This design comes from an exercise in tuning for small area on the open sky130 flow, not from production work. Function was checked by simulation only, so behaviour that the tests miss may differ from the original. Power is estimated from default activity; no workload was simulated.

[design/flow/config.mk]
export PLATFORM = sky130hd
export DESIGN_NAME = SimulatedDevice
export DESIGN_NICKNAME = SimulatedDevice
export VERILOG_FILES = /design/flow/design.v
export SDC_FILE = /design/flow/constraint.sdc
export NUM_CORES = 4
export LEC_CHECK = 0
export CAP_MARGIN = 20
export CORE_MARGIN = 2
export CORE_UTILIZATION = 40
export SLEW_MARGIN = 20
[design/flow/constraint.sdc]
create_clock -name core_clock -period 25.0 [get_ports {sys_clk}]
set_input_delay 5.0000 -clock core_clock [delete_from_list [all_inputs] [get_ports {sys_clk}]]
set_output_delay 5.0000 -clock core_clock [all_outputs]
set_load 0.01 [all_outputs]
[design/flow/design.v]
`timescale 1ns / 1ps
module SimulatedDevice(
    input[1:0] global_state,
    input sys_clk,
    input rx,
    output tx,
    input turn_left_signal,
    input turn_right_signal,
    input move_forward_signal,
    input move_backward_signal,
    input place_barrier_signal,
    input destroy_barrier_signal,
    input rst,
    input clutch,
    input throttle,
    input brake,
    input power_on,
    input power_off,
    output front_detector,
    output back_detector,
    output left_detector,
    output right_detector,
    output move_backward_light,
    output move_forward_light,
    output turn_left_light,
    output turn_right_light,
    output power_light,
    output reg [2:0] state_light,
    output [3:0] moving_light,
    output [7:0] seg1,
    output [7:0] seg2,
    output [7:0] an
    );
    localparam [3:0] NON_MOVING = 4'b0000, MOVE_FORWARD = 4'b0001,
                     MOVE_BACK = 4'b0010, TURN_LEFT = 4'b0100, TURN_RIGHT = 4'b1000;
    reg [6:0] g;
    reg [1:0] m3;
    always @(posedge sys_clk)
        if (rst) begin
            g <= 7'd16;
            m3 <= 2'd0;
        end
        else begin
            g <= g + 7'd1;
            if (g == 7'd127) m3 <= m3[1] ? 2'd0 : m3 + 2'd1;
        end
    wire even     = ~g[0];                  
    wire tick_ms  = (g[4:0] == 5'd31);      
    wire tick_20  = (g == 7'd79);           
    wire tick_div = (g[3:0] == 4'h7);       
    reg power1;
    reg [1:0] temp_state;
    localparam [2:0] E_A = 3'd0, E_B = 3'd1, E_C = 3'd3, E_H = 3'd2,
                     E_D = 3'd4, E_E = 3'd6, E_F = 3'd5, E_G = 3'd7;
    reg [2:0] e;
    wire [1:0] state = (e == E_A) ? 2'b00 : (e == E_B || e == E_C) ? 2'b01 :
                       (e == E_H) ? 2'b11 : 2'b10;
    wire [3:0] moving_state = {e == E_G, e == E_F, e == E_E, e == E_C || e == E_D || e == E_H};
    wire power = power1;
    assign power_light = power1;
    assign moving_light = moving_state;
    assign move_backward_light = 1'b0;
    assign move_forward_light = 1'b0;
    wire [3:0] rec;
    assign front_detector = rec[0];
    assign left_detector  = rec[1];
    assign right_detector = rec[2];
    assign back_detector  = rec[3];
    reg crossroad, nms_fwd, nms_left;
    always @(posedge sys_clk) begin
        crossroad <= rec[3] | ~rec[2] | ~rec[1];
        nms_fwd   <= rec[1] & rec[2];
        nms_left  <= ~rec[1] & (rec[2] | (rec[3] & ~rec[0]));
    end
    reg [15:0] mc;
    reg [1:0] tag;
    always @(posedge sys_clk) begin
        if (rst) tag <= 2'b01;
        else if (tick_20) begin
            tag <= state;
            mc <= (state == tag) ? mc + 16'd1 : 16'd1;
        end
    end
    wire turn_v  = (tag == 2'b10);
    wire turn16_ge100 = turn_v & (mc >= 16'd100);
    wire turn16_ge200 = turn_v & (mc >= 16'd200);
    wire turn11_ge100 = turn_v & (mc[10:0] >= 11'd100);
    wire cool_ge50    = (tag == 2'b11) & (mc[10:0] >= 11'd50);
    wire wait_ge100   = (tag == 2'b00) & (mc[10:0] >= 11'd100);
    wire rgs = move_backward_signal;
    wire left = turn_left_signal;
    wire right = turn_right_signal;
    wire lt_only = left & ~right;
    wire rt_only = ~left & right;
    wire [2:0] e_turn = lt_only ? E_F : rt_only ? E_G : E_D;    
    wire [2:0] e_hold = (e == E_F) ? E_F : E_G;                 
    wire s00 = (e == E_A);
    wire s01 = (e == E_B) | (e == E_C);
    wire s10 = (state == 2'b10);
    wire s11 = (e == E_H);
    reg [2:0] e_m, e_s, e_a;
    always @(*) begin
        e_m = E_A;
        if (s00) begin
            if (~brake & throttle & clutch & ~rgs) e_m = E_B;
        end
        else if (s01) begin
            if (brake) e_m = E_A;
            else if (~clutch & throttle) e_m = rgs ? E_E : e_turn;
            else if (~throttle) e_m = E_B;
            else e_m = e;
        end
        else if (s10) begin
            if ((rgs & ~clutch) | brake) e_m = E_A;
            else if (~throttle) e_m = E_B;
            else if (rgs) e_m = E_E;
            else e_m = e_turn;
        end
        e_s = E_A;
        if (s01) e_s = crossroad ? E_A : E_C;
        else if (s00) begin
            if (move_forward_signal) e_s = E_H;
            else if (rgs) e_s = E_F;
            else if (lt_only) e_s = E_F;
            else if (rt_only) e_s = E_G;
        end
        else if (s10) e_s = ((~move_forward_signal & rgs) ? turn16_ge200 : turn16_ge100) ? E_H : e_hold;
        else e_s = cool_ge50 ? E_C : E_H;
        e_a = E_A;
        if (s01) e_a = crossroad ? E_A : E_C;
        else if (s00) begin
            if (wait_ge100) e_a = nms_fwd ? E_H : nms_left ? E_F : E_G;
        end
        else if (s10) e_a = turn11_ge100 ? E_H : e_hold;
        else e_a = cool_ge50 ? E_C : E_H;
    end
    reg [2:0] e_n;
    always @(*) begin
        if (~power) e_n = E_A;
        else case (global_state)
            2'b00: e_n = e_m;
            2'b10: e_n = e_s;
            default: e_n = e_a;
        endcase
    end
    wire man_act = power & (global_state == 2'b00);
    wire lights_on = s00 | (~brake & throttle & ((s01 & ((~clutch & ~rgs) | (clutch & (e == E_C)))) | (s10 & ~rgs)));
    wire lights_lr = ~s00;
    assign turn_left_light = man_act & lights_on & (left | ~lights_lr);
    assign turn_right_light = man_act & lights_on & (right | ~lights_lr);
    wire manual_power = ~((s00 & ~brake & throttle & ~clutch) | (s10 & rgs & ~clutch));    
    always @(posedge sys_clk)
        if (rst) e <= E_A;
        else if (global_state != 2'b11) e <= e_n;
    always @(*) begin
        if (power) begin
            case (state)
                2'b00: state_light = 3'b001;
                2'b01: state_light = 3'b010;
                2'b10: state_light = 3'b100;
                default: state_light = (global_state == 2'b00) ? 3'b100 : 3'b111;
            endcase
        end
        else state_light = 3'b000;
    end
    reg [27:0] R;
    wire [7:0] cy;
    wire [27:0] R_inc;
    assign cy[0] = 1'b1;
    genvar gk;
    generate for (gk = 0; gk < 7; gk = gk + 1) begin : bcd
        wire [3:0] d = R[4*gk +: 4];
        assign R_inc[4*gk]   = ~d[0];
        assign R_inc[4*gk+1] = (d[1] ^ d[0]) & ~d[3];
        assign R_inc[4*gk+2] = d[2] ^ (d[1] & d[0]);
        assign R_inc[4*gk+3] = (d[3] & ~d[0]) | (d[2] & d[1] & d[0]);
        assign cy[gk+1] = cy[gk] & d[3] & d[0];
    end endgenerate
    wire gs_chg = (temp_state != global_state);
    wire manual_poff = ~manual_power;
    wire off_req = power_off | ((global_state == 2'b00) & ~power_on & manual_poff) | gs_chg;
    wire r1000 = R[12];
    wire activate = man_act;
    wire moving = moving_state[0] | moving_state[1];
    reg r_clr, r_inc;
    always @(*) begin
        r_clr = 1'b0;
        r_inc = 1'b0;
        if (rst) r_clr = 1'b1;
        else if (tick_ms) begin
            if (power1) r_clr = off_req;
            else if (gs_chg | (power_on & r1000) | (~power_on & (global_state == 2'b00))) r_clr = 1'b1;
            else r_inc = power_on;
        end
        else if (even & power1) begin
            r_clr = ~activate;
            r_inc = activate & moving;
        end
    end
    integer k;
    always @(posedge sys_clk)
        for (k = 0; k < 7; k = k + 1)
            if (r_clr) R[4*k +: 4] <= 4'd0;
            else if (r_inc & cy[k]) R[4*k +: 4] <= R_inc[4*k +: 4];
    always @(posedge sys_clk) begin
        if (rst) begin
            power1 <= 1'b0;
            temp_state <= 2'b00;
        end
        else if (tick_ms) begin
            temp_state <= global_state;
            if (power1) power1 <= ~off_req;
            else power1 <= ~gs_chg & power_on & r1000;
        end
    end
    localparam [3:0] BLANK = 4'd15;
    localparam [3:0] FCODE = 4'd12;
    reg [3:0] S1, S2;
    reg [3:0] code1, code2;
    always @(*) begin
        case (g[5:4])
            2'd0: begin code2 = R[3:0];   code1 = R[19:16]; end
            2'd1: begin code2 = R[7:4];   code1 = R[23:20]; end
            2'd2: begin code2 = R[11:8];  code1 = R[27:24]; end
            default: begin code2 = R[15:12]; code1 = 4'd0; end
        endcase
        if (~activate) begin
            code2 = FCODE;
            if (g[5:4] != 2'd3) code1 = FCODE;
        end
    end
    always @(posedge sys_clk) begin
        if (rst) begin
            S1 <= BLANK;
            S2 <= BLANK;
        end
        else if (tick_div) begin
            if (g[6]) S1 <= code1;
            else S2 <= code2;
        end
    end
    localparam [127:0] SEGTAB = {8'h00, 8'h1e, 8'h96, 8'h8e, 8'h52, 8'hda, 8'hf6, 8'hfe, 8'he0, 8'hbe, 8'hb6, 8'h66, 8'hf2, 8'hda, 8'h60, 8'hfc};
    assign seg1 = SEGTAB[{S1, 3'b000} +: 8];
    assign seg2 = SEGTAB[{S2, 3'b000} +: 8];
    genvar ai;
    generate for (ai = 0; ai < 8; ai = ai + 1) begin : anode
        assign an[ai] = (g[6:3] == 2*ai + 1) || (g[6:3] == ((2*ai + 2) % 16));
    end endgenerate
    reg started;
    reg [2:0] tbuf;
    wire [3:0] tms = {tbuf == E_G, tbuf == E_F, tbuf == E_E, tbuf == E_C || tbuf == E_D || tbuf == E_H};
    wire [3:0] h = {m3, g[6:5]};
    always @(posedge sys_clk) begin
        if (rst) started <= 1'b0;
        else if (m3 == 2'd0 && g == 7'd127) begin
            started <= 1'b1;
            tbuf <= e;
        end
    end
    reg txd;
    always @(*) begin
        case (h)
            4'd5, 4'd10, 4'd11, 4'd0: txd = 1'b0;
            4'd6: txd = tms[0];
            4'd7: txd = tms[1];
            4'd8: txd = tms[2];
            4'd9: txd = tms[3];
            4'd2: txd = (tbuf == E_A || tbuf == E_B);
            default: txd = 1'b1;
        endcase
        if (~started) txd = 1'b1;
    end
    assign tx = txd;
    reg [7:0] P;     
    reg rxd1, rxd2;
    reg [3:0] dsh, dout1;
    wire p_idle = (P[7:4] == 4'd0);        
    wire edge_s = ~rxd1 & rxd2;
    always @(posedge sys_clk) begin
        if (rst) begin
            P <= 8'd5;
            rxd1 <= 1'b1;
            rxd2 <= 1'b1;
            dout1 <= 4'd0;
        end
        else if (even) begin
            if (p_idle) begin
                rxd1 <= rx;
                rxd2 <= rxd1;
            end
            if (P == 8'd15) P <= edge_s ? 8'd16 : 8'd17;
            else if (P == 8'd176) P <= 8'd5;
            else if (~(p_idle & ((P == 8'd5) ^ edge_s))) P <= P + 8'd1;
            if (P[3:0] == 4'hf && P[7:4] != 4'd0 && P[7:4] <= 4'd4) dsh <= {rx, dsh[3:1]};
            if (P == 8'd161) dout1 <= dsh;
        end
    end
    assign rec = dout1;
endmodule
[design/flow/flow/run.sh]
#!/bin/bash
# Own layout flow: the standard synthesis; then the combinational logic
# re-mapped for area with a few ABC scripts (flip-flops untouched), keeping
# the smallest mapping that is proven equivalent to the standard netlist;
# then the standard layout with small port buffers and a small clock tree.
set -uo pipefail
WORK=$(pwd)
PLAT=${FLOW_PLATFORM:-sky130hd}
RES=$WORK/orfs/results/$PLAT/SimulatedDevice/base
LIB=$FLOW_HOME/platforms/$PLAT/lib/sky130_fd_sc_hd__tt_025C_1v80.lib
YOSYS=yosys
[ -x "$FLOW_HOME/../tools/install/yosys/bin/yosys" ] && YOSYS=$FLOW_HOME/../tools/install/yosys/bin/yosys

bash standard.sh synth > $WORK/flow_synth.log 2>&1 || exit 1
cp $RES/1_2_yosys.v $WORK/std_netlist.v
python3 $WORK/flow/cutff.py $WORK/std_netlist.v $WORK/cut_std.v || exit 1

DU=""
for c in $(sed -n '/^export DONT_USE_CELLS/,/^$/p' $FLOW_HOME/platforms/$PLAT/config.mk | grep -o "sky130_fd_sc_hd__[a-z0-9_]*"); do DU="$DU -dont_use $c"; done
SEQ=$(grep -oE "sky130_fd_sc_hd__(e?df|sdf|sedf|dl|conb)[a-z0-9_]*" $WORK/std_netlist.v | sort -u | tr '\n' ' ')
FFS_STD=$(grep -oE "sky130_fd_sc_hd__(e?df|sdf|sedf)[a-z0-9_]* +[^ ]+" $WORK/std_netlist.v | sort | md5sum)

best=""
best_area=""
remap_one() {
  local s=$1
  cat > $WORK/remap_$s.ys <<EOF
read_liberty -ignore_miss_func $LIB
blackbox $SEQ
read_verilog $WORK/std_netlist.v
hierarchy -top $FLOW_TOP
flatten
opt_clean
abc -script $WORK/flow/remap_$s.abc -liberty $LIB $DU -D 25000
opt_clean -purge
hilomap -singleton -hicell sky130_fd_sc_hd__conb_1 HI -locell sky130_fd_sc_hd__conb_1 LO
splitnets
opt_clean -purge
tee -o $WORK/remap_$s.stat stat -liberty $LIB
write_verilog -noattr -noexpr -nohex -nodec -selected $WORK/remap_all_$s.v
EOF
  $YOSYS -s $WORK/remap_$s.ys > $WORK/flow_remap_$s.log 2>&1 || return 1
  python3 - $WORK/remap_all_$s.v $WORK/remap_$s.v $FLOW_TOP <<'P' || return 1
import sys,re
t=open(sys.argv[1]).read()
m=re.search(r'module '+sys.argv[3]+r'\b.*?endmodule',t,re.S)
open(sys.argv[2],'w').write(m.group(0)+'\n')
P
  # same flip-flop instances as the standard netlist
  [ "$FFS_STD" = "$(grep -oE "sky130_fd_sc_hd__(e?df|sdf|sedf)[a-z0-9_]* +[^ ]+" $WORK/remap_$s.v | sort | md5sum)" ] || return 1
  # combinational equivalence, every flip-flop cut into ports
  python3 $WORK/flow/cutff.py $WORK/remap_$s.v $WORK/cut_remap_$s.v || return 1
  cat > $WORK/equiv_$s.ys <<EOF
read_liberty -ignore_miss_func $LIB
read_verilog $WORK/cut_std.v
hierarchy -top $FLOW_TOP
flatten
rename $FLOW_TOP gold
design -stash gold
read_liberty -ignore_miss_func $LIB
read_verilog $WORK/cut_remap_$s.v
hierarchy -top $FLOW_TOP
flatten
rename $FLOW_TOP gate
design -stash gate
design -copy-from gold -as gold gold
design -copy-from gate -as gate gate
miter -equiv -flatten -make_assert gold gate miter
hierarchy -top miter
sat -verify -prove-asserts miter
EOF
  $YOSYS -s $WORK/equiv_$s.ys > $WORK/flow_equiv_$s.log 2>&1 || return 1
  touch $WORK/remap_$s.ok
}
for s in a b c d; do remap_one $s & done
wait
for s in a b c d; do
  [ -f $WORK/remap_$s.ok ] || continue
  area=$(grep "Chip area" $WORK/remap_$s.stat | awk '{print $NF}')
  echo "script $s: area $area, equivalent" >> $WORK/flow_choice.log
  if [ -z "$best" ] || python3 -c "import sys; sys.exit(0 if float('$area') < float('$best_area') else 1)"; then
    best=$s; best_area=$area
  fi
done
if [ -n "$best" ]; then
  echo "using re-mapped netlist $best ($best_area)" >> $WORK/flow_choice.log
  cp $WORK/remap_$best.v $RES/1_2_yosys.v
  touch $RES/1_2_yosys.v
else
  echo "using standard netlist" >> $WORK/flow_choice.log
fi

bash standard.sh \
  BUFFER_PORTS_ARGS="-buffer_cell sky130_fd_sc_hd__buf_1" \
  CTS_ARGS="-sink_clustering_enable -repair_clock_nets -dont_use_dummy_load -buf_list {sky130_fd_sc_hd__clkbuf_4 sky130_fd_sc_hd__clkbuf_8}" \
  finish > $WORK/flow_layout.log 2>&1
[design/flow/flow/cutff.py]
import re,sys
# cutff.py IN.v OUT.v : replace every flip-flop instance by ports (Q -> input, other pins -> outputs)
t=re.sub(r'\(\*.*?\*\)','',open(sys.argv[1]).read())
m=re.search(r'module\s+(\w+)\s*\((.*?)\);',t,re.S)
top=m.group(1)
newports=[];decls=[];assigns=[]
def repl(mm):
    typ,name,body=mm.group(1),mm.group(2),mm.group(3)
    if not re.match(r'sky130_fd_sc_hd__(e?df|sdf|sedf)',typ): return mm.group(0)
    key=re.sub(r'[^A-Za-z0-9_]','_',name)
    for p,n in re.findall(r'\.(\w+)\(([^()]*)\)',body):
        n=n.strip()
        if n.startswith('\\'): n=n+' '
        if p in ('CLK',): continue
        if p in ('Q','Q_N'):
            pn='ffq_%s_%s'%(key,p); newports.append(pn); decls.append('input %s;'%pn)
            assigns.append('assign %s = %s%s;'%(n,'~' if p=='Q_N' else '',pn))
        else:
            pn='ffd_%s_%s'%(key,p); newports.append(pn); decls.append('output %s;'%pn)
            assigns.append('assign %s = %s;'%(pn,n))
    return ''
body=re.sub(r'(sky130_fd_sc_hd__\w+)\s+(\\\S+\s|\S+)\s*\((.*?)\);',repl,t,flags=re.S)
body=body.replace(m.group(0),'module %s(%s, %s);\n%s\n%s'%(top,m.group(2),', '.join(newports),'\n'.join(decls),'\n'.join(assigns)),1)
open(sys.argv[2],'w').write(body)
[design/flow/flow/remap_a.abc]
strash
dch -f
map -a
strash
dch -f
map -a
strash
dch -f
map -a
strash
dch -f
amap
topo
[design/flow/flow/remap_b.abc]
strash
dch -f
amap
topo
[design/flow/flow/remap_c.abc]
strash
&get -n
&deepsyn -T 60 -S 3
&put
dch -f
map -a
strash
dch -f
map -a
strash
dch -f
map -a
strash
dch -f
amap
topo
[design/flow/flow/remap_d.abc]
strash
&get -n
&deepsyn -T 60 -S 11
&put
dch -f
map -a
strash
dch -f
map -a
strash
dch -f
map -a
strash
dch -f
amap
topo
[design/flow/standard.sh]
#!/bin/bash
# synth_recipe.tcl (not shown) runs the flow's synth.tcl, then flattens the netlist and writes it again
# the make line also repeats each setting of config.mk as NAME=value (left out here)
make -C /OpenROAD-flow-scripts/flow DESIGN_CONFIG=/design/flow/config.mk WORK_HOME=/design/flow/orfs CLKGATE_MAP_FILE= SYNTH_SCRIPT=/design/flow/synth_recipe.tcl "${@:-finish}"
==> results of run 1 <==
==> where the power goes <==
| part | switching [mW] | total (mW) | leakage (nW) | internal (mW) |
|---|---|---|---|---|
| clock | 0.0474 | 0.0797 | 0.0647 | 0.0323 |
| combinational | 0.0173 | 0.0261 | 0.773 | 0.00876 |
| sequential | 0.00307 | 0.161 | 0.781 | 0.158 |
==> per-stage QoR <==
step	power [mW]	std cells	setup WS [ps]	instance area (um2)
CTS	0.270	772	12660	5030
global route	0.282	772	12310	5030
finish	0.267	772	12680	5030
global placement	0.190	763	12700	4910
detailed placement	0.191	763	12660	4910
floorplan	0.183	570	13540	4520
==> sequential cells by signal (all words and copies together) (netlist names), 2 cells and up, named ones only <==
register,cells
dsh,4
S1,4
P,8
tbuf,3
S2,4
mc,16
g,7
R,21
tag,2
temp_state,2
e,3
dout1,4
m3,2
==> per-layer routing <==
metal | global-route usage [%] | part of all wire (%) | vias up
li1 | - | - | 2154
met1 | 24.5 | 49 | 1918
met2 | 30.5 | 45 | 94
met3 | 3.29 | 4.0 | 16
met4 | 7.86 | 2.0 | 0
met5 | 0 | 0 | -
==> path summary, 6_finish.rpt <==
check	cells after the start	slack (ps)	startpoint	end
worst max-delay path	9	12680	global_state[1]	turn_left_light
worst min-delay path	1	450	g[2]	g[2]
worst max register to register	18	20590	g[0]	R[26]
worst min register to register	1	450	g[2]	g[2]
==> worst register-to-register path, delay by kind of cell, from the launching register on <==
kind / cells / cell delay (ps)
AO/OA/AOI/OAI: 2 / 210
buffers and inverters: 1 / 140
flip-flops: 1 / 490
AND/OR/NAND/NOR: 15 / 3450
==> area by class of cell <==
| cell class | instances | area [um2] | area share (%) |
|---|---|---|---|
| Inverter | 83 | 312 | 6.19 |
| Clock buffer | 9 | 124 | 2.46 |
| Tap cell | 140 | 175 | 3.48 |
| Sequential cell | 94 | 2110 | 42.0 |
| Timing Repair Buffer | 53 | 210 | 4.18 |
| Multi-Input combinational cell | 393 | 2100 | 41.7 |
==> flow_metrics.tcl, run 1 <==
set metrics [dict create \
    outcome "complete, no violations" \
    yosys_warnings 1 \
    layout_common_cells "nor2_1, clkinv_1, dfxtp_1" \
    cp-start-kind "input pin" \
    clock.fmax_ghz 0.0812 \
    clockRootBuffer "clkbuf_8" \
    cts_tree "done" \
    syn_area_per_cell_um2 7.96 \
    whs_ps 452 \
    grt_usage_pct 18.7 \
    finalSetupViolCount 0 \
    ant_nets 0 \
    wl_um 10800 \
    crit_path_cell_trace "buf_1, nor2_1, clkinv_1, nor2_1, clkinv_1, nor3_1, a22oi_1, o22ai_1, buf_1" \
    wl_per_cell_um 13.9 \
    via_per_inst 5.42 \
    grt_pass1_wl_um 17500 \
    grt_pass1_vias 3736 \
    area_growth_pct 11.5 \
    cp-end-kind "output port" \
    layout_commonest_cell "nor2_1" \
    min_period_ps 12320 \
    clkLatencyLatePin_ps 370 \
    leakage_nw 1.62 \
    crit_buf_inv 4 \
    fin_crit_sh_pct 49.3 \
    ctsHoldBuffers 0 \
    boundaryPins 57 \
    maxCapViolations 0 \
    firstDrtPassIters 4 \
    pwr_density_cell_nw_per_um2 53.1 \
    post-cts-setup-buffers 0 \
    fp.dieH_um 110 \
    final_util_pct 46.0 \
    cts.sinks 94 \
    cp_slowest_cell "nor2_1" \
    worst_slew_pin_slew_ps 696 \
    htreeDepth 3 \
    hold_violations 0 \
    drive_gt1_share_pct 1.90 \
    critPathMaxFanout 7 \
    die_w_um 110 \
    drt_iter0_drc 189 \
    report.final.slew_viol_count 0 \
    critPathArrivalTime_ps 7320 \
    finClkSkew_ps 20.8 \
    clock_path_buffers 2 \
    post_cts_resized 0 \
    initial_core_util_pct 41.2 \
    crit_path_max_incr_delay_ps 440 \
    gp_congestion 0.883 \
    drc_errors 0 \
    grt_max_degree 24 \
    hp-class "reg2reg" \
    numCtsBuffers 9 \
    rows 38 \
    fill_cells 1126 \
    dieArea_um2 12100 \
    port_buffers 50 \
    setup-tns-final_ps 0 \
    vias 4182 \
    synth.cell_area_um2 4510 \
    layout.nets 650 \
    antenna_found_initial 0 \
    n_antenna_cell 0 \
    syn_inst 567 \
    dp_hpwl_um 8230 \
    rsz0062_at_grt "no" \
    critical-path-top-delay-family "simple AND/OR/NAND/NOR gates" \
    path_clk_slew_ps 90 \
    ir_drop_uv 35.2 \
    core_um2 10900 \
    critPathRequiredTime_ps 20000 \
    grt_overflow 0 \
    crit_type "in2out" \
    max_slew_margin_pct 53.2 \
]
==> run 2, diff against run 1 <==
--- a/design/flow/design.v
+++ b/design/flow/design.v
@@ -68,8 +68,6 @@
     assign back_detector  = rec[3];
-    reg crossroad, nms_fwd, nms_left;
-    always @(posedge sys_clk) begin
-        crossroad <= rec[3] | ~rec[2] | ~rec[1];
-        nms_fwd   <= rec[1] & rec[2];
-        nms_left  <= ~rec[1] & (rec[2] | (rec[3] & ~rec[0]));
-    end
+    wire [3:0] D;
+    wire crossroad = D[3] | ~D[2] | ~D[1];
+    wire nms_fwd   = D[1] & D[2];
+    wire nms_left  = ~D[1] & (D[2] | (D[3] & ~D[0]));
     reg [15:0] mc;
@@ -78,7 +76,13 @@
         if (rst) tag <= 2'b01;
-        else if (tick_20) begin
-            tag <= state;
-            mc <= (state == tag) ? mc + 16'd1 : 16'd1;
-        end
+        else if (tick_20) tag <= state;
     end
+    wire mc_new = tick_20 & (state != tag);
+    wire [15:0] mc_t;
+    assign mc_t[0] = tick_20 & (state == tag);
+    genvar mi;
+    generate for (mi = 1; mi < 16; mi = mi + 1) begin : mct
+        assign mc_t[mi] = mc_t[mi-1] & mc[mi-1];
+    end endgenerate
+    always @(posedge sys_clk)
+        mc <= mc_new ? 16'd1 : (mc ^ mc_t);
     wire turn_v  = (tag == 2'b10);
@@ -172,6 +176,6 @@
         wire [3:0] d = R[4*gk +: 4];
-        assign R_inc[4*gk]   = ~d[0];
-        assign R_inc[4*gk+1] = (d[1] ^ d[0]) & ~d[3];
-        assign R_inc[4*gk+2] = d[2] ^ (d[1] & d[0]);
-        assign R_inc[4*gk+3] = (d[3] & ~d[0]) | (d[2] & d[1] & d[0]);
+        assign R_inc[4*gk]   = cy[gk];
+        assign R_inc[4*gk+1] = cy[gk] & d[0] & ~d[3];
+        assign R_inc[4*gk+2] = cy[gk] & d[1] & d[0];
+        assign R_inc[4*gk+3] = cy[gk] & d[0] & (d[3] | (d[2] & d[1]));
         assign cy[gk+1] = cy[gk] & d[3] & d[0];
@@ -199,7 +203,4 @@
     end
-    integer k;
     always @(posedge sys_clk)
-        for (k = 0; k < 7; k = k + 1)
-            if (r_clr) R[4*k +: 4] <= 4'd0;
-            else if (r_inc & cy[k]) R[4*k +: 4] <= R_inc[4*k +: 4];
+        R <= r_clr ? 28'd0 : (R ^ ({28{r_inc}} & R_inc));
     always @(posedge sys_clk) begin
@@ -275,3 +276,3 @@
     reg rxd1, rxd2;
-    reg [3:0] dsh, dout1;
+    reg [3:0] dsh, dprev;
     wire p_idle = (P[7:4] == 4'd0);        
@@ -279,8 +280,3 @@
     always @(posedge sys_clk) begin
-        if (rst) begin
-            P <= 8'd5;
-            rxd1 <= 1'b1;
-            rxd2 <= 1'b1;
-            dout1 <= 4'd0;
-        end
+        if (rst) rxd1 <= 1'b1;
         else if (even) begin
@@ -290,10 +286,21 @@
             end
-            if (P == 8'd15) P <= edge_s ? 8'd16 : 8'd17;
-            else if (P == 8'd176) P <= 8'd5;
-            else if (~(p_idle & ((P == 8'd5) ^ edge_s))) P <= P + 8'd1;
             if (P[3:0] == 4'hf && P[7:4] != 4'd0 && P[7:4] <= 4'd4) dsh <= {rx, dsh[3:1]};
-            if (P == 8'd161) dout1 <= dsh;
         end
     end
-    assign rec = dout1;
+    wire p_jump = rst | (even & ((P == 8'd15) | (P == 8'd176)));
+    wire [7:0] p_to = rst ? 8'd5 : (P == 8'd15) ? (edge_s ? 8'd16 : 8'd17) : 8'd5;
+    wire [7:0] p_t;
+    assign p_t[0] = even & ~(p_idle & ((P == 8'd5) ^ edge_s));
+    genvar pi;
+    generate for (pi = 1; pi < 8; pi = pi + 1) begin : pt
+        assign p_t[pi] = p_t[pi-1] & P[pi-1];
+    end endgenerate
+    always @(posedge sys_clk)
+        P <= p_jump ? p_to : (P ^ p_t);
+    wire d_new = (P == 8'd162) & ~even;
+    always @(posedge sys_clk)
+        if (rst) dprev <= 4'd0;
+        else if (d_new) dprev <= dsh;
+    assign rec = d_new ? dsh : dprev;
+    assign D = dprev;
 endmodule
--- a/design/flow/flow/run.sh
+++ b/design/flow/flow/run.sh
@@ -74,5 +74,7 @@
 }
-for s in a b c d; do remap_one $s & done
+for s in s1 s2 s3 s5; do remap_one $s & done
 wait
-for s in a b c d; do
+for s in s7 s11 s13 s17; do remap_one $s & done
+wait
+for s in s1 s2 s3 s5 s7 s11 s13 s17; do
   [ -f $WORK/remap_$s.ok ] || continue
==> design/flow/flow/remap_s1.abc (new file) <==
strash
&get -n
&deepsyn -T 60 -S 1
&put
dch -f
map -a
strash
dch -f
map -a
strash
dch -f
map -a
strash
dch -f
amap
topo
==> design/flow/flow/remap_s11.abc (new file) <==
strash
&get -n
&deepsyn -T 60 -S 11
&put
dch -f
map -a
strash
dch -f
map -a
strash
dch -f
map -a
strash
dch -f
amap
topo
==> design/flow/flow/remap_s13.abc (new file) <==
strash
&get -n
&deepsyn -T 60 -S 13
&put
dch -f
map -a
strash
dch -f
map -a
strash
dch -f
map -a
strash
dch -f
amap
topo
==> design/flow/flow/remap_s17.abc (new file) <==
strash
&get -n
&deepsyn -T 60 -S 17
&put
dch -f
map -a
strash
dch -f
map -a
strash
dch -f
map -a
strash
dch -f
amap
topo
==> design/flow/flow/remap_s2.abc (new file) <==
strash
&get -n
&deepsyn -T 60 -S 2
&put
dch -f
map -a
strash
dch -f
map -a
strash
dch -f
map -a
strash
dch -f
amap
topo
==> design/flow/flow/remap_s3.abc (new file) <==
strash
&get -n
&deepsyn -T 60 -S 3
&put
dch -f
map -a
strash
dch -f
map -a
strash
dch -f
map -a
strash
dch -f
amap
topo
==> design/flow/flow/remap_s5.abc (new file) <==
strash
&get -n
&deepsyn -T 60 -S 5
&put
dch -f
map -a
strash
dch -f
map -a
strash
dch -f
map -a
strash
dch -f
amap
topo
==> design/flow/flow/remap_s7.abc (new file) <==
strash
&get -n
&deepsyn -T 60 -S 7
&put
dch -f
map -a
strash
dch -f
map -a
strash
dch -f
map -a
strash
dch -f
amap
topo
removed: design/flow/flow/remap_a.abc
removed: design/flow/flow/remap_b.abc
removed: design/flow/flow/remap_c.abc
removed: design/flow/flow/remap_d.abc
==> flow_metrics.tcl, run 2 <==
set metrics [dict create \
    ir_drop_uv 31.1 \
    critPathArrivalTime_ps 6600 \
    maxCapViolations 0 \
    port_buffers 50 \
    cp-start-kind "input pin" \
    die_w_um 108 \
    initial_core_util_pct 41.4 \
    clock_path_buffers 2 \
    r2r_setup_slack_ps 21220 \
    area_growth_pct 11.7 \
    outcome "complete, no violations" \
    path_clk_slew_ps 90 \
    cp-end-kind "output port" \
    post_cts_resized 0 \
    synth.cell_area_um2 4290 \
    clkLatencyLatePin_ps 360 \
    layout.nets 645 \
    cts_tree "done" \
    drt_iter0_drc 307 \
    grt_pass1_vias 3853 \
    report.final.slew_viol_count 0 \
    cts.sinks 91 \
    leakage_nw 1.63 \
    crit_type "in2out" \
    grt_pass1_wl_um 18400 \
    gp_congestion 0.901 \
    drive_gt1_share_pct 1.75 \
    critPathRequiredTime_ps 20000 \
    drc_errors 0 \
    min_period_ps 11600 \
    dieArea_um2 11600 \
    wl_per_cell_um 14.2 \
    htreeDepth 3 \
    yosys_warnings 1 \
    rsz0062_at_grt "no" \
    vias 4156 \
    whs_ps 434 \
    layout_common_cells "nor2_1, dfxtp_1, clkinv_1" \
    setup-tns-final_ps 0 \
    dp_hpwl_um 8270 \
    numCtsBuffers 9 \
    largest_register "R" \
    finalSetupViolCount 0 \
    clock.fmax_ghz 0.0862 \
    n_antenna_cell 0 \
    via_per_inst 5.45 \
    post-cts-setup-buffers 0 \
    grt_max_degree 27 \
    boundaryPins 57 \
    fin_crit_sh_pct 46.4 \
    ctsHoldBuffers 0 \
    fp.dieH_um 108 \
    antenna_found_initial 0 \
    syn_area_per_cell_um2 7.61 \
    layout_commonest_cell "nor2_1" \
    firstDrtPassIters 4 \
    critPathMaxFanout 3 \
    hp-class "reg2reg" \
    wl_um 10900 \
    grt_overflow 0 \
    clockRootBuffer "clkbuf_8" \
    rows 37 \
    biggestRegsByFlops "R: 28 flops, mc: 16 flops, P: 8 flops" \
    max_slew_margin_pct 38.4 \
    finClkSkew_ps 30.6 \
    final_util_pct 46.2 \
    grt_usage_pct 19.8 \
    pwr_density_cell_nw_per_um2 52.3 \
    worst_slew_pin_slew_ps 910 \
    ant_nets 0 \
    core_um2 10400 \
    syn_inst 564 \
    largest_reg_flops 28 \
    hold_violations 0 \
]
## run 2: critical path, cell delays in order
cell,delay (ps)
buf_1,150
clkinv_1,120
nor4_1,510
nand3_1,140
a31oi_1,340
o21a_1,180
buf_1,150
## run 2: power by group
group	leakage, nW	switching [mW]	internal [mW]
Clock	0.0647	0.0454	0.0323
Combinational	0.819	0.0139	0.00692
Sequential	0.746	0.00283	0.149
## run 2: per-layer routing
metal  track usage [%]  share of wire [%]
met3              4.54                4.9
met2              30.0                 43
met4              6.14                1.6
met5                 0                  0
met1              28.0                 51
## run 2: stage by stage
stage	total power [mW]	cell area, um2	cells	setup WS, ps
6_report	0.251	4790	763	13400
5_1_grt	0.263	4790	763	13250
4_1_cts	0.253	4790	763	13440
3_5_place_dp	0.176	4670	754	13440
3_3_place_gp	0.175	4670	754	13420
2_1_floorplan	0.169	4300	567	13980
## run 2: cell type report
cell class	count	area [um2]
fillers	1083	5580
multi-input cells	403	2130
flip-flops and latches	91	1900
inverters	73	274
repair buffers	51	195
well taps	136	170
clock buffers	9	124
## run 2: path summary, 6_finish.rpt
kind         startpoint               to  cells after the start
max reg2reg        g[0]           mc[15]                     19
min reg2reg      dsh[1]           dsh[0]                      0
min              dsh[1]           dsh[0]                      0
max              clutch  turn_left_light                      7
==> run 3, diff against run 2 <==
--- a/design/flow/design.v
+++ b/design/flow/design.v
@@ -37,11 +37,12 @@
     reg [1:0] m3;
-    always @(posedge sys_clk)
-        if (rst) begin
-            g <= 7'd16;
-            m3 <= 2'd0;
-        end
-        else begin
-            g <= g + 7'd1;
-            if (g == 7'd127) m3 <= m3[1] ? 2'd0 : m3 + 2'd1;
-        end
+    wire [7:0] g_t;        
+    assign g_t[0] = 1'b1;
+    genvar gi;
+    generate for (gi = 1; gi < 8; gi = gi + 1) begin : gt
+        assign g_t[gi] = g_t[gi-1] & g[gi-1];
+    end endgenerate
+    always @(posedge sys_clk) begin
+        g <= rst ? 7'd16 : (g ^ g_t[6:0]);
+        m3 <= rst ? 2'd3 : g_t[7] ? {~m3[1] & m3[0], ~(m3[1] ^ m3[0])} : m3;
+    end
     wire even     = ~g[0];                  
@@ -249,3 +250,2 @@
     end endgenerate
-    reg started;
     reg [2:0] tbuf;
@@ -253,9 +253,4 @@
     wire [3:0] h = {m3, g[6:5]};
-    always @(posedge sys_clk) begin
-        if (rst) started <= 1'b0;
-        else if (m3 == 2'd0 && g == 7'd127) begin
-            started <= 1'b1;
-            tbuf <= e;
-        end
-    end
+    always @(posedge sys_clk)
+        if (~(m3[1] ^ m3[0]) && g == 7'd127) tbuf <= e;
     reg txd;
@@ -271,3 +266,2 @@
         endcase
-        if (~started) txd = 1'b1;
     end
--- a/design/flow/flow/run.sh
+++ b/design/flow/flow/run.sh
@@ -74,7 +74,9 @@
 }
-for s in s1 s2 s3 s5; do remap_one $s & done
+for s in w1 w2 w3 w5; do remap_one $s & done
 wait
-for s in s7 s11 s13 s17; do remap_one $s & done
+for s in w7 w11 y1 y2; do remap_one $s & done
 wait
-for s in s1 s2 s3 s5 s7 s11 s13 s17; do
+for s in y3 y5 y7 y11; do remap_one $s & done
+wait
+for s in w1 w2 w3 w5 w7 w11 y1 y2 y3 y5 y7 y11; do
   [ -f $WORK/remap_$s.ok ] || continue
==> design/flow/flow/remap_w1.abc (new file) <==
strash
&get -n
&deepsyn -T 60 -S 1
&put
dch -f
map -a
strash
dch -f
map -a
strash
dch -f
map -a
strash
dch -f
amap
topo
==> design/flow/flow/remap_w11.abc (new file) <==
strash
&get -n
&deepsyn -T 60 -S 11
&put
dch -f
map -a
strash
dch -f
map -a
strash
dch -f
map -a
strash
dch -f
amap
topo
==> design/flow/flow/remap_w2.abc (new file) <==
strash
&get -n
&deepsyn -T 60 -S 2
&put
dch -f
map -a
strash
dch -f
map -a
strash
dch -f
map -a
strash
dch -f
amap
topo
==> design/flow/flow/remap_w3.abc (new file) <==
strash
&get -n
&deepsyn -T 60 -S 3
&put
dch -f
map -a
strash
dch -f
map -a
strash
dch -f
map -a
strash
dch -f
amap
topo
==> design/flow/flow/remap_w5.abc (new file) <==
strash
&get -n
&deepsyn -T 60 -S 5
&put
dch -f
map -a
strash
dch -f
map -a
strash
dch -f
map -a
strash
dch -f
amap
topo
==> design/flow/flow/remap_w7.abc (new file) <==
strash
&get -n
&deepsyn -T 60 -S 7
&put
dch -f
map -a
strash
dch -f
map -a
strash
dch -f
map -a
strash
dch -f
amap
topo
==> design/flow/flow/remap_y1.abc (new file) <==
strash
&get -n
&deepsyn -T 60 -S 1
&put
dch -f
amap
topo
==> design/flow/flow/remap_y11.abc (new file) <==
strash
&get -n
&deepsyn -T 60 -S 11
&put
dch -f
amap
topo
==> design/flow/flow/remap_y2.abc (new file) <==
strash
&get -n
&deepsyn -T 60 -S 2
&put
dch -f
amap
topo
==> design/flow/flow/remap_y3.abc (new file) <==
strash
&get -n
&deepsyn -T 60 -S 3
&put
dch -f
amap
topo
==> design/flow/flow/remap_y5.abc (new file) <==
strash
&get -n
&deepsyn -T 60 -S 5
&put
dch -f
amap
topo
==> design/flow/flow/remap_y7.abc (new file) <==
strash
&get -n
&deepsyn -T 60 -S 7
&put
dch -f
amap
topo
--- a/design/flow/config.mk
+++ b/design/flow/config.mk
@@ -10,2 +10,3 @@
 export CORE_UTILIZATION = 40
+export GPL_TIMING_DRIVEN = 0
 export SLEW_MARGIN = 20
removed: design/flow/flow/remap_s1.abc
removed: design/flow/flow/remap_s11.abc
removed: design/flow/flow/remap_s13.abc
removed: design/flow/flow/remap_s17.abc
removed: design/flow/flow/remap_s2.abc
removed: design/flow/flow/remap_s3.abc
removed: design/flow/flow/remap_s5.abc
removed: design/flow/flow/remap_s7.abc
==> flow_metrics.tcl, run 3 <==
set metrics [dict create \
    fin_crit_sh_pct 47.8 \
    grt_overflow 0 \
    rsz0062_at_grt "no" \
    die_w_um 107 \
    rows 37 \
    rr_startpoint "g[0]" \
    internal-power_mw 0.186 \
    layout.nets 646 \
    boundaryPins 57 \
    largest_reg_flops 28 \
    grt_pass1_vias 3831 \
    via_per_inst 5.43 \
    ant_nets 0 \
    dp_hpwl_um 8120 \
    r2r_cells 21 \
    drive_gt1_share_pct 1.75 \
    post_cts_resized 0 \
    outcome "complete, no violations" \
    wl_um 10700 \
    wl_per_cell_um 14.0 \
    finalSetupViolCount 0 \
    critPathArrivalTime_ps 6940 \
    setup-tns-final_ps 0 \
    initial_core_util_pct 41.2 \
    syn_inst 565 \
    port_buffers 50 \
    ctsHoldBuffers 0 \
    gp_congestion 0.907 \
    cp-end-kind "output port" \
    area_growth_pct 12.0 \
    worstHoldPathCells 0 \
    numCtsBuffers 9 \
    report.final.slew_viol_count 0 \
    largest_register "R" \
    p_comb_share_pct 6.7 \
    grt_max_degree 25 \
    biggestRegsByFlops "R: 28 flops, mc: 16 flops, P: 8 flops" \
    layout_common_cells "nor2_1, dfxtp_1, clkinv_1" \
    core_um2 10300 \
    crit_type "in2out" \
    clock_path_buffers 2 \
    critPathMaxFanout 9 \
    placed_cell_area_um2 4640 \
    clockRootBuffer "clkbuf_8" \
    r2r_setup_slack_ps 20430 \
    synth.cell_area_um2 4250 \
    cts_tree "done" \
    setup_ws_ps 13060 \
    n_antenna_cell 0 \
    path_clk_slew_ps 80 \
    vias 4146 \
    crit_path_max_incr_delay_ps 530 \
    critPathRequiredTime_ps 20000 \
    r2r_end "R[27]" \
    instances_no_fill 764 \
    grt_pass1_wl_um 17900 \
    dp_cells 755 \
    hold_violations 0 \
    yosys_warnings 1 \
    firstDrtPassIters 5 \
    clkLatencyLatePin_ps 380 \
    cts.sinks 90 \
    ir_drop_uv 45.4 \
    hold_end "dsh[1]" \
    pwr-share-seq_pct 61.5 \
    fin_area_um2 4760 \
    pwr_density_cell_nw_per_um2 51.4 \
    antenna_found_initial 0 \
    pre_cts_slack_ps 13130 \
    fp.dieH_um 107 \
    p_sw_share_pct 24.1 \
    worst_slew_pin_slew_ps 1050 \
    drc_errors 0 \
    finClkSkew_ps 28.0 \
    power.switching_mw 0.0590 \
    crit_path_cell_trace "buf_1, nor2_1, clkinv_1, nor2_1, a31oi_1, o21ai_0, buf_1" \
    dieArea_um2 11500 \
    clock.fmax_ghz 0.0838 \
    cp-start-kind "input pin" \
    final_util_pct 46.2 \
    hp-class "reg2reg" \
    grt_usage_pct 19.6 \
    hold_path_startpoint "dsh[2]" \
    pwr-share-clk_pct 31.8 \
    cp_slowest_cell "nor2_1" \
    finalPower_mw 0.245 \
    leakage_nw 1.58 \
    syn_area_per_cell_um2 7.53 \
    max_slew_margin_pct 30.1 \
    whs_ps 459 \
    min_period_ps 11940 \
    layout_commonest_cell "nor2_1" \
    maxCapViolations 0 \
    post-cts-setup-buffers 0 \
    htreeDepth 3 \
    drt_iter0_drc 329 \
]
[run 3: cell type report]
cell class | instances | area [um2]
Timing Repair Buffer | 51 | 199
Clock buffer | 9 | 124
Inverter | 74 | 278
Fill cell | 1052 | 5560
Tap cell | 136 | 170
Sequential cell | 90 | 1880
Multi-Input combinational cell | 404 | 2110
[run 3: worst max path at each step]
stage / startpoint / to / slack, ps
after detailed placement: global_state[1] / turn_right_light / 13130
after global placement: global_state[1] / turn_left_light / 13120
after CTS: global_state[1] / turn_right_light / 13110
after floorplan: global_state[1] / turn_left_light / 13890
final: global_state[1] / turn_right_light / 13060
after global routing: global_state[1] / turn_right_light / 12870
[run 3: critical path, delay by kind of cell]
family,cells,cell delay (ps)
AO/OA/AOI/OAI,2,500
buffers and inverters,3,630
AND/OR/NAND/NOR,2,810
[run 3: metal layers]
layer / GRT usage (%) / wire length (um) / vias to the layer above / share of wire (%)
met5: 0 / 0 / - / 0
met4: 6.59 / 170 / 0 / 1.6
met3: 6.26 / 612 / 11 / 5.7
met2: 31.7 / 4900 / 110 / 46
met1: 24.7 / 5040 / 1880 / 47
li1: - / - / 2145 / -
[run 3: power by group through the flow]
stage | clock network [mW] | registers [mW] | logic (mW)
detailed placement | 0 | 0.154 | 0.0165
CTS | 0.0814 | 0.151 | 0.0165
floorplan | 0 | 0.153 | 0.0118
global route | 0.0876 | 0.151 | 0.0192
global placement | 0 | 0.154 | 0.0159
finish | 0.0778 | 0.151 | 0.0165
==> run 4, diff against run 3 <==
--- a/design/flow/config.mk
+++ b/design/flow/config.mk
@@ -10,3 +10,2 @@
 export CORE_UTILIZATION = 40
-export GPL_TIMING_DRIVEN = 0
 export SLEW_MARGIN = 20
==> flow_metrics.tcl, run 4 <==
set metrics [dict create \
    outcome "complete, no violations" \
    dieArea_um2 11500 \
    finClkSkew_ps 21.5 \
    ant_nets 0 \
    drt_iter0_drc 217 \
    placed_cell_area_um2 4640 \
    pwr-share-clk_pct 31.6 \
    syn_inst 565 \
    layout_common_cells "nor2_1, dfxtp_1, clkinv_1" \
    core_um2 10300 \
    cts_tree "done" \
    p_comb_share_pct 6.8 \
    post-cts-setup-buffers 0 \
    port_buffers 50 \
    rr_startpoint "g[0]" \
    critPathRequiredTime_ps 20000 \
    area_growth_pct 11.9 \
    setup_ws_ps 13110 \
    startpoint "global_state[1]" \
    crit_type "in2out" \
    finalPower_mw 0.244 \
    cts.sinks 90 \
    grt_pass1_vias 3908 \
    n_antenna_cell 0 \
    grt_pass1_wl_um 17900 \
    rows 37 \
    fin_crit_sh_pct 47.5 \
    worst_slew_pin_slew_ps 704 \
    maxCapViolations 0 \
    pwr_density_cell_nw_per_um2 51.3 \
    firstDrtPassIters 4 \
    critPathArrivalTime_ps 6890 \
    largest_reg_flops 28 \
    largest_register "R" \
    clock.fmax_ghz 0.0841 \
    grt_overflow 0 \
    cp-end-kind "output port" \
    fill_cells 1079 \
    dp_cells 756 \
    wl_um 10800 \
    post_cts_resized 0 \
    setup-tns-final_ps 0 \
    critPathMaxFanout 9 \
    syn_area_per_cell_um2 7.53 \
    die_w_um 107 \
    drc_errors 0 \
    via_per_inst 5.47 \
    layout_commonest_cell "nor2_1" \
    met3_usage_pct 4.26 \
    min_period_ps 11890 \
    cp-start-kind "input pin" \
    pwr-share-seq_pct 61.7 \
    htreeDepth 3 \
    hp-class "reg2reg" \
    multi_input_area_um2 2110 \
    grt-busiest-layer "met2" \
    yosys_warnings 1 \
    ir_drop_uv 32.6 \
    biggestRegsByFlops "R: 28 flops, mc: 16 flops, P: 8 flops" \
    finalSetupViolCount 0 \
    p_sw_share_pct 23.9 \
    rsz0062_at_grt "no" \
    leakage_nw 1.58 \
    grt_max_degree 25 \
    dp_hpwl_um 8260 \
    seqCellArea_um2 1880 \
    hold_path_startpoint "dsh[2]" \
    path_clk_slew_ps 80 \
    grt.met1_usage_pct 24.9 \
    internal-power_mw 0.186 \
    report.final.slew_viol_count 0 \
    clockRootBuffer "clkbuf_8" \
    grtUsageMet2_pct 31.6 \
    layout.nets 647 \
    fin_area_um2 4760 \
    pre_cts_slack_ps 13190 \
    numCtsBuffers 9 \
    fp.dieH_um 107 \
    power.switching_mw 0.0583 \
    ctsHoldBuffers 0 \
    instances_no_fill 765 \
    vias 4182 \
    boundaryPins 57 \
    initial_core_util_pct 41.2 \
    clock_path_buffers 2 \
    hold_violations 0 \
    synth.cell_area_um2 4250 \
    grt_usage_pct 19.6 \
    clkLatencyLatePin_ps 370 \
    gp_congestion 0.926 \
    max_slew_margin_pct 52.6 \
    wl_per_cell_um 14.2 \
    drive_gt1_share_pct 1.75 \
    antenna_found_initial 0 \
]
==> run 4: area by class of cell <==
| class | count | share of cell area (%) |
|---|---|---|
| Clock buffer | 9 | 2.60 |
| Tap cell | 136 | 3.57 |
| Timing Repair Buffer | 52 | 4.26 |
| Multi-Input combinational cell | 404 | 44.2 |
| Inverter | 74 | 5.83 |
| Sequential cell | 90 | 39.5 |
==> run 4: metal layers <==
| layer | vias up | part of all wire, % | wire length (um) |
|---|---|---|---|
| li1 | 2143 | - | - |
| met4 | 0 | 2.3 | 247 |
| met1 | 1922 | 47 | 5040 |
| met2 | 99 | 46 | 5010 |
| met3 | 18 | 5.0 | 542 |
| met5 | - | 0 | 0 |
==> run 4: path summary, 6_finish.rpt <==
kind | slack [ps] | depth (start not counted) | endpoint
worst max-delay path | 13110 | 9 | turn_left_light
worst min-delay path | 470 | 0 | dsh[1]
worst max register to register | 20420 | 21 | R[27]
worst min register to register | 470 | 0 | dsh[1]
==> run 4: critical path, stage by stage <==
cell,delay (ps)
buf_1,130
nor2_1,270
clkinv_1,310
nor2_1,210
nand2_1,80
nor3_1,350
a31oi_1,150
o21ai_0,210
buf_1,170
==> run 4: metrics by stage <==
step                      utilization [%]  hold slack (ps)
final                                46.1              466
after global routing                 46.1              479
after CTS                            46.1              471
after detailed placement             44.9              451
after global placement               44.9              439
after floorplan                         -              425
==> run 4: power by group through the flow <==
stage	sequential [mW]	combinational, mW	clock [mW]
2_1_floorplan	0.153	0.0118	0
3_3_place_gp	0.154	0.0160	0
3_5_place_dp	0.154	0.0165	0
4_1_cts	0.151	0.0165	0.0800
5_1_grt	0.151	0.0190	0.0857
6_report	0.151	0.0166	0.0771
==> run 5, diff against run 4 <==
--- a/design/flow/flow/run.sh
+++ b/design/flow/flow/run.sh
@@ -74,9 +74,13 @@
 }
-for s in w1 w2 w3 w5; do remap_one $s & done
-wait
-for s in w7 w11 y1 y2; do remap_one $s & done
-wait
-for s in y3 y5 y7 y11; do remap_one $s & done
-wait
-for s in w1 w2 w3 w5 w7 w11 y1 y2 y3 y5 y7 y11; do
+ALL="w1 w2 w3 w5 w7 w11 w13 w17 y1 y2 y3 y5 y7 y11 y13 y17 n1 n2 n3 n5 n7 n11 n13 n17"
+set -- $ALL
+while [ $# -gt 0 ]; do
+  for i in 1 2 3 4; do
+    [ $# -gt 0 ] || break
+    remap_one $1 &
+    shift
+  done
+  wait
+done
+for s in $ALL; do
   [ -f $WORK/remap_$s.ok ] || continue
==> design/flow/flow/remap_n1.abc (new file) <==
strash
&get -n
&deepsyn -T 60 -S 1
&dch
&nf -R 1000 -p -F 8 -A 4
&put
topo
==> design/flow/flow/remap_n11.abc (new file) <==
strash
&get -n
&deepsyn -T 60 -S 11
&dch
&nf -R 1000 -p -F 8 -A 4
&put
topo
==> design/flow/flow/remap_n13.abc (new file) <==
strash
&get -n
&deepsyn -T 60 -S 13
&dch
&nf -R 1000 -p -F 8 -A 4
&put
topo
==> design/flow/flow/remap_n17.abc (new file) <==
strash
&get -n
&deepsyn -T 60 -S 17
&dch
&nf -R 1000 -p -F 8 -A 4
&put
topo
==> design/flow/flow/remap_n2.abc (new file) <==
strash
&get -n
&deepsyn -T 60 -S 2
&dch
&nf -R 1000 -p -F 8 -A 4
&put
topo
==> design/flow/flow/remap_n3.abc (new file) <==
strash
&get -n
&deepsyn -T 60 -S 3
&dch
&nf -R 1000 -p -F 8 -A 4
&put
topo
==> design/flow/flow/remap_n5.abc (new file) <==
strash
&get -n
&deepsyn -T 60 -S 5
&dch
&nf -R 1000 -p -F 8 -A 4
&put
topo
==> design/flow/flow/remap_n7.abc (new file) <==
strash
&get -n
&deepsyn -T 60 -S 7
&dch
&nf -R 1000 -p -F 8 -A 4
&put
topo
==> design/flow/flow/remap_w13.abc (new file) <==
strash
&get -n
&deepsyn -T 60 -S 13
&put
dch -f
map -a
strash
dch -f
map -a
strash
dch -f
map -a
strash
dch -f
amap
topo
==> design/flow/flow/remap_w17.abc (new file) <==
strash
&get -n
&deepsyn -T 60 -S 17
&put
dch -f
map -a
strash
dch -f
map -a
strash
dch -f
map -a
strash
dch -f
amap
topo
==> design/flow/flow/remap_y13.abc (new file) <==
strash
&get -n
&deepsyn -T 60 -S 13
&put
dch -f
amap
topo
==> design/flow/flow/remap_y17.abc (new file) <==
strash
&get -n
&deepsyn -T 60 -S 17
&put
dch -f
amap
topo
==> flow_metrics.tcl, run 5 <==
set metrics [dict create \
    crit_type "in2out" \
    critPathMaxFanout 9 \
    report.final.slew_viol_count 0 \
    drc_errors 0 \
    critPathRequiredTime_ps 20000 \
    grt_pass1_wl_um 17900 \
    hp-class "reg2reg" \
    max_slew_margin_pct 52.6 \
    core_um2 10300 \
    area_growth_pct 11.9 \
    finClkSkew_ps 21.5 \
    die_w_um 107 \
    r2r_setup_slack_ps 20420 \
    biggestRegsByFlops "R: 28 flops, mc: 16 flops, P: 8 flops" \
    post_cts_resized 0 \
    p_sw_share_pct 23.9 \
    layout.nets 647 \
    synth.cell_area_um2 4250 \
    grtUsageMet2_pct 31.6 \
    hold_violations 0 \
    numCtsBuffers 9 \
    leakage_nw 1.58 \
    port_buffers 50 \
    final_util_pct 46.1 \
    grt_max_degree 25 \
    critPathArrivalTime_ps 6890 \
    path_clk_slew_ps 80 \
    dp_hpwl_um 8260 \
    ant_nets 0 \
    r2r_end "R[27]" \
    via_per_inst 5.47 \
    wl_per_cell_um 14.2 \
    internal-power_mw 0.186 \
    wl_um 10800 \
    grt_usage_pct 19.6 \
    layout_common_cells "nor2_1, dfxtp_1, clkinv_1" \
    post-cts-setup-buffers 0 \
    firstDrtPassIters 4 \
    ctsHoldBuffers 0 \
    initial_core_util_pct 41.2 \
    htreeDepth 3 \
    setup-tns-final_ps 0 \
    vias 4182 \
    cp-end-kind "output port" \
    pwr_density_cell_nw_per_um2 51.3 \
    grt.met1_usage_pct 24.9 \
    fp.dieH_um 107 \
    drive_gt1_share_pct 1.75 \
    met3_usage_pct 4.26 \
    cp-start-kind "input pin" \
    grt_overflow 0 \
    power.switching_mw 0.0583 \
    antenna_found_initial 0 \
    instances_no_fill 765 \
    rr_startpoint "g[0]" \
    gp_congestion 0.926 \
    worstHoldPathCells 0 \
    r2r_cells 21 \
    clock.fmax_ghz 0.0841 \
    fin_crit_sh_pct 47.5 \
    finalSetupViolCount 0 \
    outcome "complete, no violations" \
    n_antenna_cell 0 \
    syn_inst 565 \
    rsz0062_at_grt "no" \
    clkLatencyLatePin_ps 370 \
    pwr-share-clk_pct 31.6 \
    worst_slew_pin_slew_ps 704 \
    dieArea_um2 11500 \
    drt_iter0_drc 217 \
    syn_area_per_cell_um2 7.53 \
    clockRootBuffer "clkbuf_8" \
    layout_commonest_cell "nor2_1" \
    ir_drop_uv 32.6 \
    boundaryPins 57 \
    hold_path_startpoint "dsh[2]" \
    dp_cells 756 \
    cts.sinks 90 \
    grt-busiest-layer "met2" \
    grt_pass1_vias 3908 \
    largest_register "R" \
    p_comb_share_pct 6.8 \
    largest_reg_flops 28 \
    min_period_ps 11890 \
    cts_tree "done" \
    maxCapViolations 0 \
    pwr-share-seq_pct 61.7 \
    clock_path_buffers 2 \
    whs_ps 466 \
    yosys_warnings 1 \
    hold_end "dsh[1]" \
    rows 37 \
]
run 5: layout make-up:
type / count / area, um2
clock buffers: 9 / 124
flip-flops and latches: 90 / 1880
well taps: 136 / 170
fillers: 1079 / 5560
multi-input cells: 404 / 2110
repair buffers: 52 / 203
inverters: 74 / 278
run 5: worst max-delay path by stage:
| stage | startpoint | end | slack, ps | cells past startpoint |
|---|---|---|---|---|
| CTS | global_state[1] | turn_left_light | 13190 | 9 |
| global route | global_state[1] | turn_left_light | 13020 | 9 |
| global placement | global_state[1] | turn_left_light | 13240 | 9 |
| finish | global_state[1] | turn_left_light | 13110 | 9 |
| detailed placement | global_state[1] | turn_left_light | 13190 | 9 |
| floorplan | global_state[1] | turn_left_light | 13890 | 7 |
run 5: power by group through the flow:
stage | clock network, mW | registers [mW] | logic (mW)
floorplan | 0 | 0.153 | 0.0118
global placement | 0 | 0.154 | 0.0160
detailed placement | 0 | 0.154 | 0.0165
CTS | 0.0800 | 0.151 | 0.0165
global route | 0.0857 | 0.151 | 0.0190
finish | 0.0771 | 0.151 | 0.0166
run 5: per-layer routing:
metal,vias up,routed length [um]
met3,18,542
met5,-,0
met1,1922,5040
met4,0,247
met2,99,5010
li1,2143,-
run 5: worst max-delay path, stage by stage:
cell and delay [ps]:
buf_1 130, nor2_1 270, clkinv_1 310, nor2_1 210, nand2_1 80, nor3_1 350, a31oi_1 150, o21ai_0 210
buf_1 170
run 5: per-stage QoR:
stage | area (um2) | total power, mW | worst slack, ps
after floorplan | 4270 | 0.165 | 13890
after global placement | 4640 | 0.170 | 13240
after detailed placement | 4640 | 0.170 | 13190
after CTS | 4760 | 0.247 | 13190
after global routing | 4760 | 0.256 | 13020
final | 4760 | 0.244 | 13110
==> run 6, diff against run 5 <==
--- a/design/flow/design.v
+++ b/design/flow/design.v
@@ -193,3 +193,3 @@
         r_inc = 1'b0;
-        if (rst) r_clr = 1'b1;
+        if (rst | (power1 & ~activate)) r_clr = 1'b1;
         else if (tick_ms) begin
@@ -199,6 +199,3 @@
         end
-        else if (even & power1) begin
-            r_clr = ~activate;
-            r_inc = activate & moving;
-        end
+        else if (even & power1) r_inc = moving;
     end
==> flow_metrics.tcl, run 6 <==
set metrics [dict create \
    clkLatencyLatePin_ps 350 \
    syn_inst 519 \
    path_clk_slew_ps 90 \
    drc_errors 0 \
    instances_no_fill 719 \
    p_comb_share_pct 6.6 \
    grt_overflow 0 \
    ir_drop_uv 28.7 \
    yosys_warnings 1 \
    pwr-share-clk_pct 31.7 \
    finalPower_mw 0.244 \
    r2r_end "R[27]" \
    grt_pass1_wl_um 16700 \
    max_slew_margin_pct 36.8 \
    fin_crit_sh_pct 46.9 \
    pwr_density_cell_nw_per_um2 51.4 \
    post-cts-setup-buffers 0 \
    layout.nets 601 \
    fin_area_um2 4750 \
    r2r_cells 14 \
    setup-tns-final_ps 0 \
    grt_pass1_vias 3572 \
    grt_max_degree 39 \
    rows 37 \
    cts.sinks 90 \
    cp-end-kind "output port" \
    port_buffers 50 \
    hold_violations 0 \
    layout_common_cells "dfxtp_1, a21oi_1, nor2_1" \
    report.final.slew_viol_count 0 \
    maxCapViolations 0 \
    biggestRegsByFlops "R: 28 flops, mc: 16 flops, P: 8 flops" \
    min_period_ps 11730 \
    rr_startpoint "g[0]" \
    hold_path_startpoint "dsh[1]" \
    vias 4039 \
    largest_register "R" \
    hold_end "dsh[0]" \
    r2r_setup_slack_ps 20830 \
    drt_iter0_drc 388 \
    ctsHoldBuffers 0 \
    hp-class "reg2reg" \
    finalSetupViolCount 0 \
    post_cts_resized 0 \
    pwr-share-seq_pct 61.7 \
    ant_nets 0 \
    dp_hpwl_um 7400 \
    critPathRequiredTime_ps 20000 \
    finClkSkew_ps 29.7 \
    layout_commonest_cell "dfxtp_1" \
    wl_um 10100 \
    clock_path_buffers 2 \
    worstHoldPathCells 0 \
    dieArea_um2 11400 \
    htreeDepth 3 \
    outcome "complete, no violations" \
    die_w_um 107 \
    n_antenna_cell 0 \
    drive_gt1_share_pct 1.89 \
    rsz0062_at_grt "no" \
    core_um2 10300 \
    clockRootBuffer "clkbuf_8" \
    antenna_found_initial 0 \
    gp_congestion 0.934 \
    critPathArrivalTime_ps 6730 \
    crit_type "in2out" \
    dp_cells 710 \
    leakage_nw 1.71 \
    cp-start-kind "input pin" \
    grt_usage_pct 17.8 \
    syn_area_per_cell_um2 8.17 \
    critPathMaxFanout 11 \
    fp.dieH_um 107 \
    numCtsBuffers 9 \
    initial_core_util_pct 41.1 \
    clock.fmax_ghz 0.0852 \
    firstDrtPassIters 6 \
    placed_cell_area_um2 4620 \
    internal-power_mw 0.186 \
    worst_slew_pin_slew_ps 948 \
    largest_reg_flops 28 \
    wl_per_cell_um 14.0 \
    power.switching_mw 0.0578 \
    p_sw_share_pct 23.7 \
    area_growth_pct 12.0 \
    boundaryPins 57 \
    via_per_inst 5.62 \
    cts_tree "done" \
    whs_ps 453 \
    synth.cell_area_um2 4240 \
]
==> run 6: cell count changes in the layout (fill, tap and decap cells not counted), sizes merged, moves of 5 or more <==
cell	delta
a31oi	-12
a22oi	+5
xnor2	+8
a21oi	+41
nor2	-47
clkinv	-63
and3	+24
a211oi	-15
nor2b	+12
nor3	+12
o22ai	-11
nand2	-18
or2	+5
nand3	+5
==> run 6: final cells by class <==
cell class / count / area [um2]
inverter: 11 / 41.3
timing repair buffer: 52 / 203
clock buffer: 9 / 124
sequential: 90 / 1880
tap: 136 / 170
multi-input combinational: 421 / 2330
fill: 1051 / 5580
==> run 6: worst max path at each step <==
stage,end,slack (ps),start,cells after the start
2_1_floorplan,turn_left_light,14060,global_state[1],4
3_3_place_gp,turn_left_light,13310,global_state[0],6
3_5_place_dp,turn_right_light,13310,global_state[0],6
4_1_cts,turn_right_light,13310,global_state[0],6
5_1_grt,turn_right_light,13110,global_state[0],6
6_report,turn_right_light,13270,global_state[0],6
==> run 6: per-layer routing <==
| metal | GRT usage (%) | up-vias | routed length [um] |
|---|---|---|---|
| li1 | - | 2057 | - |
| met1 | 24.0 | 1873 | 4850 |
| met2 | 29.4 | 95 | 4680 |
| met3 | 2.86 | 14 | 394 |
| met4 | 5.66 | 0 | 144 |
| met5 | 0 | - | 0 |
==> run 6: power by group through the flow <==
stage          Clock [mW]  Combinational, mW  Sequential [mW]
4_1_cts            0.0800             0.0161            0.151
5_1_grt            0.0844             0.0183            0.151
6_report           0.0773             0.0161            0.151
3_3_place_gp            0             0.0154            0.154
2_1_floorplan           0             0.0112            0.153
3_5_place_dp            0             0.0161            0.154
==> run 6: metrics by stage <==
step                worst slack, ps  util, %
floorplan                     14060        -
global placement              13310     44.8
detailed placement            13310     44.8
CTS                           13310     46.0
global route                  13110     46.0
finish                        13270     46.0
==> run 6: worst max-delay path: stages <==
cell and delay (ps):
buf_1 220, or2_0 430, nor2_1 410, a21boi_0 350, o21a_1 170, buf_1 140

separate check: timing with driven ports:
Ports are ideal in the flow. The routed layouts listed here were re-timed in OpenROAD. Step 1, drivers: a clkbuf_16 drives sys_clk and a buf_2 each remaining input, both assumed. Step 2 also shifts input and output timing later by t, the mid clock arrival at the registers, as if the neighbouring blocks saw the same clock. a / b / c = ideal ports / drivers / drivers and shift; a / b = the first two.
run | t, ns | setup WS [ns] | worst setup path at the end | clock arrival spread, ns
run 1 | 0.395 | 12.680 / 12.656 / 12.656 | input to output | 0.020 / 0.020
run 2 | 0.384 | 13.403 / 13.379 / 13.379 | input to output | 0.031 / 0.031
run 3 | 0.400 | 13.061 / 13.041 / 13.041 | input to output | 0.028 / 0.028
run 4 | 0.393 | 13.113 / 13.093 / 13.093 | input to output | 0.023 / 0.024
run 5 | 0.393 | 13.113 / 13.093 / 13.093 | input to output | 0.023 / 0.024
run 6 | 0.374 | 13.269 / 13.247 / 13.247 | input to output | 0.030 / 0.029
After both steps setup and hold are still met in every run listed.
